Source: an optimization exercise on an open RTL-to-GDS flow (aim: small area, a short achievable clock period and few clock cycles per item). Production flows keep margins and buffers that such runs may drop.
Function was checked by simulation only, so behaviour that the tests miss may differ from the original.
Power figures rest on the tool's default switching activity, not on a simulated workload.

==> flow/design.v <==
module gcd_datapath #( parameter W = 32, parameter M = 4 )
(
  input              clk,
  input              load,       
  input  [W-1:0]     operands_bits_A,
  input  [W-1:0]     operands_bits_B,
  input  [4:0]       operands_k,
  output             done,
  output [W-1:0]     result_y,
  output [4:0]       result_k
);
  reg [W-1:0] x, y;
  reg [4:0]   k;
  wire [W-1:0] e  = x ^ y;
  wire         xz = ~|x;
  wire         eq = ~|e;
  wire [W:0]   d   = {1'b0, x} - {1'b0, y};
  wire         neg = d[W];
  reg  [W-1:0] pmsh;
  reg          orr;
  integer j;
  always @* begin
    orr = 1'b0;
    for (j = 0; j < M; j = j + 1) orr = orr | e[j];
    pmsh[0] = 1'b0;
    for (j = 1; j < W; j = j + 1) begin
      if (j + M - 1 < W) orr = orr | e[j+M-1];
      pmsh[j] = orr;
    end
  end
  function [2:0] samt(input [W-1:0] v);
    integer i;
    reg found;
    begin
      samt = M;
      found = 1'b0;
      for (i = 1; i < M; i = i + 1)
        if (!found && v[i]) begin samt = i; found = 1'b1; end
    end
  endfunction
  wire dn    = xz | eq;
  wire c_sub = x[0];
  wire [W+M-1:0] src = c_sub ? {{(M-1){neg}}, d} : {{M{1'b0}}, x};
  wire [2:0]     s   = samt(c_sub ? e : x);
  wire [W+M-1:0] srs = src >> s;
  wire [W-1:0]   sh  = srs[W-1:0] ^ (pmsh & {W{c_sub & neg}});
  assign done     = dn;
  assign result_y = y;
  assign result_k = k;
  always @(posedge clk) begin
    x <= load ? operands_bits_A : (sh & {W{~dn}});
  end
  always @(posedge clk) begin
    if (load) begin
      y <= operands_bits_B;
      k <= operands_k;
    end else if (!dn && c_sub && neg) begin
      y <= x;
    end
  end
endmodule
module gcd_coprocessor #( parameter W = 32 ) (
  input clk,
  input reset,
  input operands_val,
  input [W-1:0] operands_bits_A,
  input [W-1:0] operands_bits_B,
  output operands_rdy,
  output result_val,
  output [W-1:0] result_bits,
  input result_rdy
);
  localparam N = 16;
  function [4:0] ctz(input [W-1:0] v);
    integer i;
    begin
      ctz = 5'd0;
      for (i = W-1; i >= 0; i = i - 1)
        if (v[i]) ctz = i;
    end
  endfunction
  reg  [N-1:0] wsel, rsel;      
  reg  [N-1:0] busy;
  reg          iv;              
  reg  [W-1:0] ix, iy;
  reg  [4:0]   icx, icy;
  reg          ov;
  reg  [W-1:0] od;
  wire [N-1:0] done;
  wire [W-1:0] ry [0:N-1];
  wire [4:0]   rk [0:N-1];
  wire         az = (operands_bits_A == {W{1'b0}});
  wire         bz = (operands_bits_B == {W{1'b0}});
  wire [W-1:0] fx = az ? operands_bits_B : operands_bits_A;
  wire [W-1:0] fy = bz ? operands_bits_A : operands_bits_B;
  wire [4:0]   ca = ctz(operands_bits_A);
  wire [4:0]   cb = ctz(operands_bits_B);
  wire [W-1:0] ox = ix >> icx;
  wire [W-1:0] oy = iy >> icy;
  wire [4:0]   ok = (icx < icy) ? icx : icy;
  reg [W-1:0] sy;
  reg [4:0]   sk;
  integer i;
  always @* begin
    sy = {W{1'b0}};
    sk = 5'd0;
    for (i = 0; i < N; i = i + 1) begin
      sy = sy | (ry[i] & {W{rsel[i]}});
      sk = sk | (rk[i] & {5{rsel[i]}});
    end
  end
  wire take = |(rsel & busy & done) & (~ov | result_rdy);
  wire fill = iv & |(wsel & ~busy);        
  assign operands_rdy = ~iv | fill;
  wire acc  = operands_val & operands_rdy;
  genvar g;
  generate
    for (g = 0; g < N; g = g + 1) begin : u
      gcd_datapath #(.W(W)) dp (
        .clk(clk),
        .load(wsel[g] & ~busy[g]),
        .operands_bits_A(ox),
        .operands_bits_B(oy),
        .operands_k(ok),
        .done(done[g]),
        .result_y(ry[g]),
        .result_k(rk[g]));
    end
  endgenerate
  always @(posedge clk or posedge reset) begin
    if (reset) begin
      wsel <= {{(N-1){1'b0}}, 1'b1};
      rsel <= {{(N-1){1'b0}}, 1'b1};
      busy <= {N{1'b0}};
      iv   <= 1'b0;
      ov   <= 1'b0;
    end else begin
      if (fill) wsel <= {wsel[N-2:0], wsel[N-1]};
      if (take) rsel <= {rsel[N-2:0], rsel[N-1]};
      busy <= (busy & ~(rsel & {N{take}})) | (wsel & {N{fill}});
      iv   <= acc | (iv & ~fill);
      ov   <= take | (ov & ~result_rdy);
    end
  end
  always @(posedge clk) begin
    if (operands_rdy) begin
      ix  <= fx;
      iy  <= fy;
      icx <= az ? cb : ca;
      icy <= bz ? ca : cb;
    end
    if (take) od <= sy << sk;
  end
  assign result_val   = ov;
  assign result_bits  = od;
endmodule
==> flow/run.sh <==
#!/bin/bash
# synth_recipe.tcl (not shown) runs the flow's synth.tcl, then flattens the netlist and writes it again
# the make line also repeats each setting of config.mk as NAME=value (left out here)
make -C /OpenROAD-flow-scripts/flow DESIGN_CONFIG=/design/flow/config.mk WORK_HOME=/design/flow/orfs CLKGATE_MAP_FILE= SYNTH_SCRIPT=/design/flow/synth_recipe.tcl finish
==> flow/config.mk <==
export PLATFORM = sky130hd
export DESIGN_NAME = gcd_coprocessor
export DESIGN_NICKNAME = gcd_coprocessor
export VERILOG_FILES = /design/flow/design.v
export SDC_FILE = /design/flow/constraint.sdc
export NUM_CORES = 4
export LEC_CHECK = 0
export CAP_MARGIN = 20
export CORE_MARGIN = 2
export CORE_UTILIZATION = 40
export SETUP_SLACK_MARGIN = 1.5
export SLEW_MARGIN = 20
==> flow/constraint.sdc <==
create_clock -name core_clock -period 5.5 [get_ports {clk}]
set_input_delay 1.1000 -clock core_clock [delete_from_list [all_inputs] [get_ports {clk}]]
set_output_delay 1.1000 -clock core_clock [all_outputs]
set_load 0.01 [all_outputs]
==> impl_metrics.py <==
metrics = {
    "grt": {
        "grt_antenna_before_repair": 116,
        "grt_usage": 0.412,
        "grt_pass1_wl_um": 874000,
        "grt_pass1_vias": 112532,
        "grt-ovfl-total": 0,
        "grt_start_max_net_pins": 90,
    },
    "clocking": {
        "cts_hold_buf": 0,
        "cts_buffers": 167,
        "htree_levels": 4,
        "clk_latency_ns": 0.93,
        "ctsLongestPathBuffers": 4,
        "clkSlewWorstSetupHoldPaths_ns": 0.06,
        "cts_sinks": 1260,
        "cts_tree": "built",
        "cts_root_buffer": "clkbuf_16",
    },
    "layout": {
        "regArea_um2": 32500,
        "final_cells": 18892,
        "post-route-util": 0.464,
        "stdcell_area_um2": 134000,
        "multi_input_area_um2": 80200,
        "drive_gt1_frac": 0.133,
        "fin_nets": 15442,
        "fillCellCount": 28698,
        "areaGrowthSynthToFinish_pct": 15.3,
    },
    "route": {
        "post_drt_wl_per_cell_um": 33.6,
        "drt-initial-drc-count": 19292,
        "drc": 0,
        "drt-vias-per-instance": 6.73,
        "drt-total-wl_um": 635000,
        "ant_nets": 0,
        "first_pass_iters": 9,
        "vias": 127213,
    },
    "placed_design": {
        "dp.cells": 18103,
        "port-buffer-count": 101,
        "dp_hpwl_um": 474000,
        "placed_area_um2": 122000,
        "place_congestion": 1.11,
    },
    "timing": {
        "finClkSkew_ns": 0.0973,
        "period_share": 0.757,
        "setup-tns-final_ns": 0,
        "hold_slack_ns": 0.530,
        "finalHoldViolCount": 0,
        "worst_pin_slew_ns": 1.28,
        "slew_headroom": 0.145,
        "slew_viol_final": 0,
        "setup_viol": 0,
        "min_period_ns": 4.16,
        "rsz0062_at_grt": "yes",
        "max_freq_ghz": 0.240,
    },
    "logic_synthesis": {
        "yosys-top-cells-area": "edfxtp_1 (18%), dfxtp_1 (8.8%), nand2_1 (6.0%), ha_1 (5.7%), o21ai_0 (5.0%)",
        "syn_inst": 14874,
        "synth_fp_nets": 15490,
        "synth_top_area_frac": 0.181,
        "syn_area_per_cell_um2": 7.79,
        "yosys_warnings": 2,
        "synth_top_family_by_area": "compound AO/OA/AOI/OAI gates",
        "syn-cell-area_um2": 116000,
        "async_reset_ff_frac": 0.0397,
        "yosysTopAreaCell": "edfxtp_1",
        "synth_flop_cell": "edfxtp_1",
        "synth-simple-area-share": 0.189,
        "ys_ff_latch": 1260,
        "synthAdderAreaFrac": 0.0602,
        "yosysUniqueCellTypes": 111,
        "synth_mux_area_frac": 0.0712,
        "synth-edff-count": 698,
        "synth_compound_area_frac": 0.281,
        "ys_seq_area_frac": 0.280,
        "synth_xor_area_frac": 0.0596,
    },
    "setup_path": {
        "regToRegStartpoint": "rsel[0]",
        "critPathLaunchType": "flop",
        "cp.required_ns": 6.08,
        "end_kind": "flop",
        "r2r_setup_slack_ns": 1.34,
        "startpoint": "rsel[0]",
        "worst_r2r_path_depth": 9,
        "cp-endpoint": "od[15]",
        "crit_fanout": 36,
        "r2r-end": "od[15]",
        "arrival_ns": 4.74,
        "path_class": "flop to flop",
    },
    "floorplanning": {
        "die_y_um": 542,
        "rows": 197,
        "io_pins": 102,
        "core_um2": 288000,
        "dieWidth_um": 542,
        "initial_core_util": 0.402,
        "dieArea_um2": 294000,
    },
    "pwr": {
        "combPwrFrac": 0.006,
        "internal-power_mw": 16.8,
        "switching_share": 0.234,
        "irDropWorstVdd_uv": 222,
        "pwr-share-clk": 0.544,
        "cellPowerDensity_nw_per_um2": 164,
        "seq_power_share": 0.449,
        "p_sw_mw": 5.13,
        "leakagePower_nw": 54.5,
    },
    "flow_run": {
        "maxCapViolations": 0,
    },
    "status": {
        "status": "complete, no violations",
    },
    "min_path": {
        "worstHoldPathType": "flop to flop",
    },
}
==> critical path, cell delays in order, from the launching register on <==
cell	delay [ns]
dfstp_2	0.63
buf_4	0.72
a22oi_1	0.41
nand3_1	0.33
nor2_4	0.12
mux2i_1	0.27
mux2i_2	0.18
mux2i_1	0.41
mux2i_1	0.19
nor2_1	0.54
==> worst min path at each step <==
stage | start | end | slack [ns] | cells after the start
2_1_floorplan | busy[1] | busy[1] | 0.48 | 1
3_3_place_gp | busy[13] | busy[13] | 0.52 | 1
3_5_place_dp | busy[14] | busy[14] | 0.51 | 1
4_1_cts | busy[14] | busy[14] | 0.52 | 1
5_1_grt | busy[14] | busy[14] | 0.54 | 1
6_report | busy[14] | busy[14] | 0.53 | 1
==> repair_timing <==
action                                  4_1_cts  5_1_grt
cloned                                       13        3
resized for setup                           200      417
endpoints found under the hold margin         0        0
buffers inserted                            151      168
pin swaps                                    51      116
endpoints found under the setup margin      900      786
==> power by group through the flow <==
stage | logic [mW] | clock network (mW) | registers, mW
3_3_place_gp | 0.139 | 0 | 10.0
2_1_floorplan | 0.0446 | 0 | 10.0
3_5_place_dp | 0.140 | 0 | 10.0
6_report | 0.141 | 11.9 | 9.84
4_1_cts | 0.141 | 11.9 | 9.84
5_1_grt | 0.153 | 12.3 | 9.84
==> cell usage after synthesis, drive strengths merged (156+ instances only) <==
cell type and instances:
nand2 1865, o21ai 1197, a21oi 1068, nor2 1067
clkbuf 925, inv 744, edfxtp 698, ha 532
mux2i 517, dfxtp 512, xnor2 495, nand3 343
a21o 315, o22ai 294, xor2 294, o31ai 270
nor3 256, a22oi 242, a31oi 233, a211oi 226
nor4 185, and3 164, nand4 156
==> cells by family after synthesis <==
kind of cell,after synthesis
xor gates and xnor gates,789
AOI/OAI and AO/OA,4993
adders and majority gates,548
muxes,725
buffers and inverters,1821
and+or+nand+nor,4738
DFF,1260
==> routing by layer <==
layer / vias up / global-route usage / part of all wire / wire length, um
met5: - / 0 / 0.00037 / 234
met4: 42 / 0.296 / 0.080 / 51000
met2: 8957 / 0.575 / 0.40 / 257000
met3: 1731 / 0.108 / 0.13 / 80000
li1: 55177 / - / - / -
met1: 61306 / 0.545 / 0.39 / 247000
==> cells in the final DEF (no fill, tap or decap), types with 192 or more instances in the layout <==
master and n:
nand2_1 1841, o21ai_0 1103, nor2_1 1039, a21oi_1 1005, inv_1 723, edfxtp_1 698, buf_4 675, xnor2_1 492
mux2i_1 489, dfxtp_1 485, ha_1 478, nand3_1 331, a21o_1 312, xor2_1 291, o22ai_1 289, nor3_1 243
o31ai_1 237, a22oi_1 228, a31oi_1 207, a211oi_1 192
==> final cells by class <==
| class | count | share of cell area |
|---|---|---|
| timing repair buffer | 835 | 0.0536 |
| inverter | 755 | 0.0216 |
| clock inverter | 94 | 0.00845 |
| tap | 3781 | 0.0354 |
| timing repair inverter | 3 | 0.000159 |
| antenna | 146 | 0.00273 |
| sequential | 1260 | 0.243 |
| clock buffer | 214 | 0.0340 |
| multi-input combinational | 11804 | 0.601 |
==> through the flow <==
step,power (mW),setup WS (ns)
floorplan,10.1,1.32
global placement,10.2,0.630
detailed placement,10.2,0.653
CTS,21.9,1.34
global route,22.2,1.30
finish,21.9,1.34
==> registers in the layout, summed over array words and instances (netlist names) <==
name / count
u.dp.x: 512
ov: 1
iv: 1
iy: 32
icy: 5
od: 32
icx: 5
wsel: 16
u.dp.y: 512
busy: 16
ix: 32
u.dp.k: 80
rsel: 16
Testbench counts, summed over its fixed seeds: cycles 3,583, items 2,048.

[what the ideal ports hide]
How much do the figures lean on ideal ports? The routed layout below was timed once more, with nothing changed but the port constraints. Step 1, drivers: a clkbuf_16 drives clk and a buf_2 each remaining input, both assumed. Step 2, shift: input delay + t, output delay - t, t = (earliest + latest rising clock arrival at the registers) / 2. This alone moves slack from input paths to output paths. Slacks: no drivers / after step 1 / after step 2; pairs: no drivers / after step 1.
t, ns: 0.983
setup WS [ns]: 1.338 / 1.338 / 1.330
hold slack, ns: 0.530 / 0.530 / 0.530
slew at the worst register clock pin (ns): 0.07 / 0.07
pins driven straight from the clock port: 1
After both steps this run still meets setup and hold. For this run, drivers alone change the setup slack by 0.000 ns; drivers and shift together by -0.008 ns.
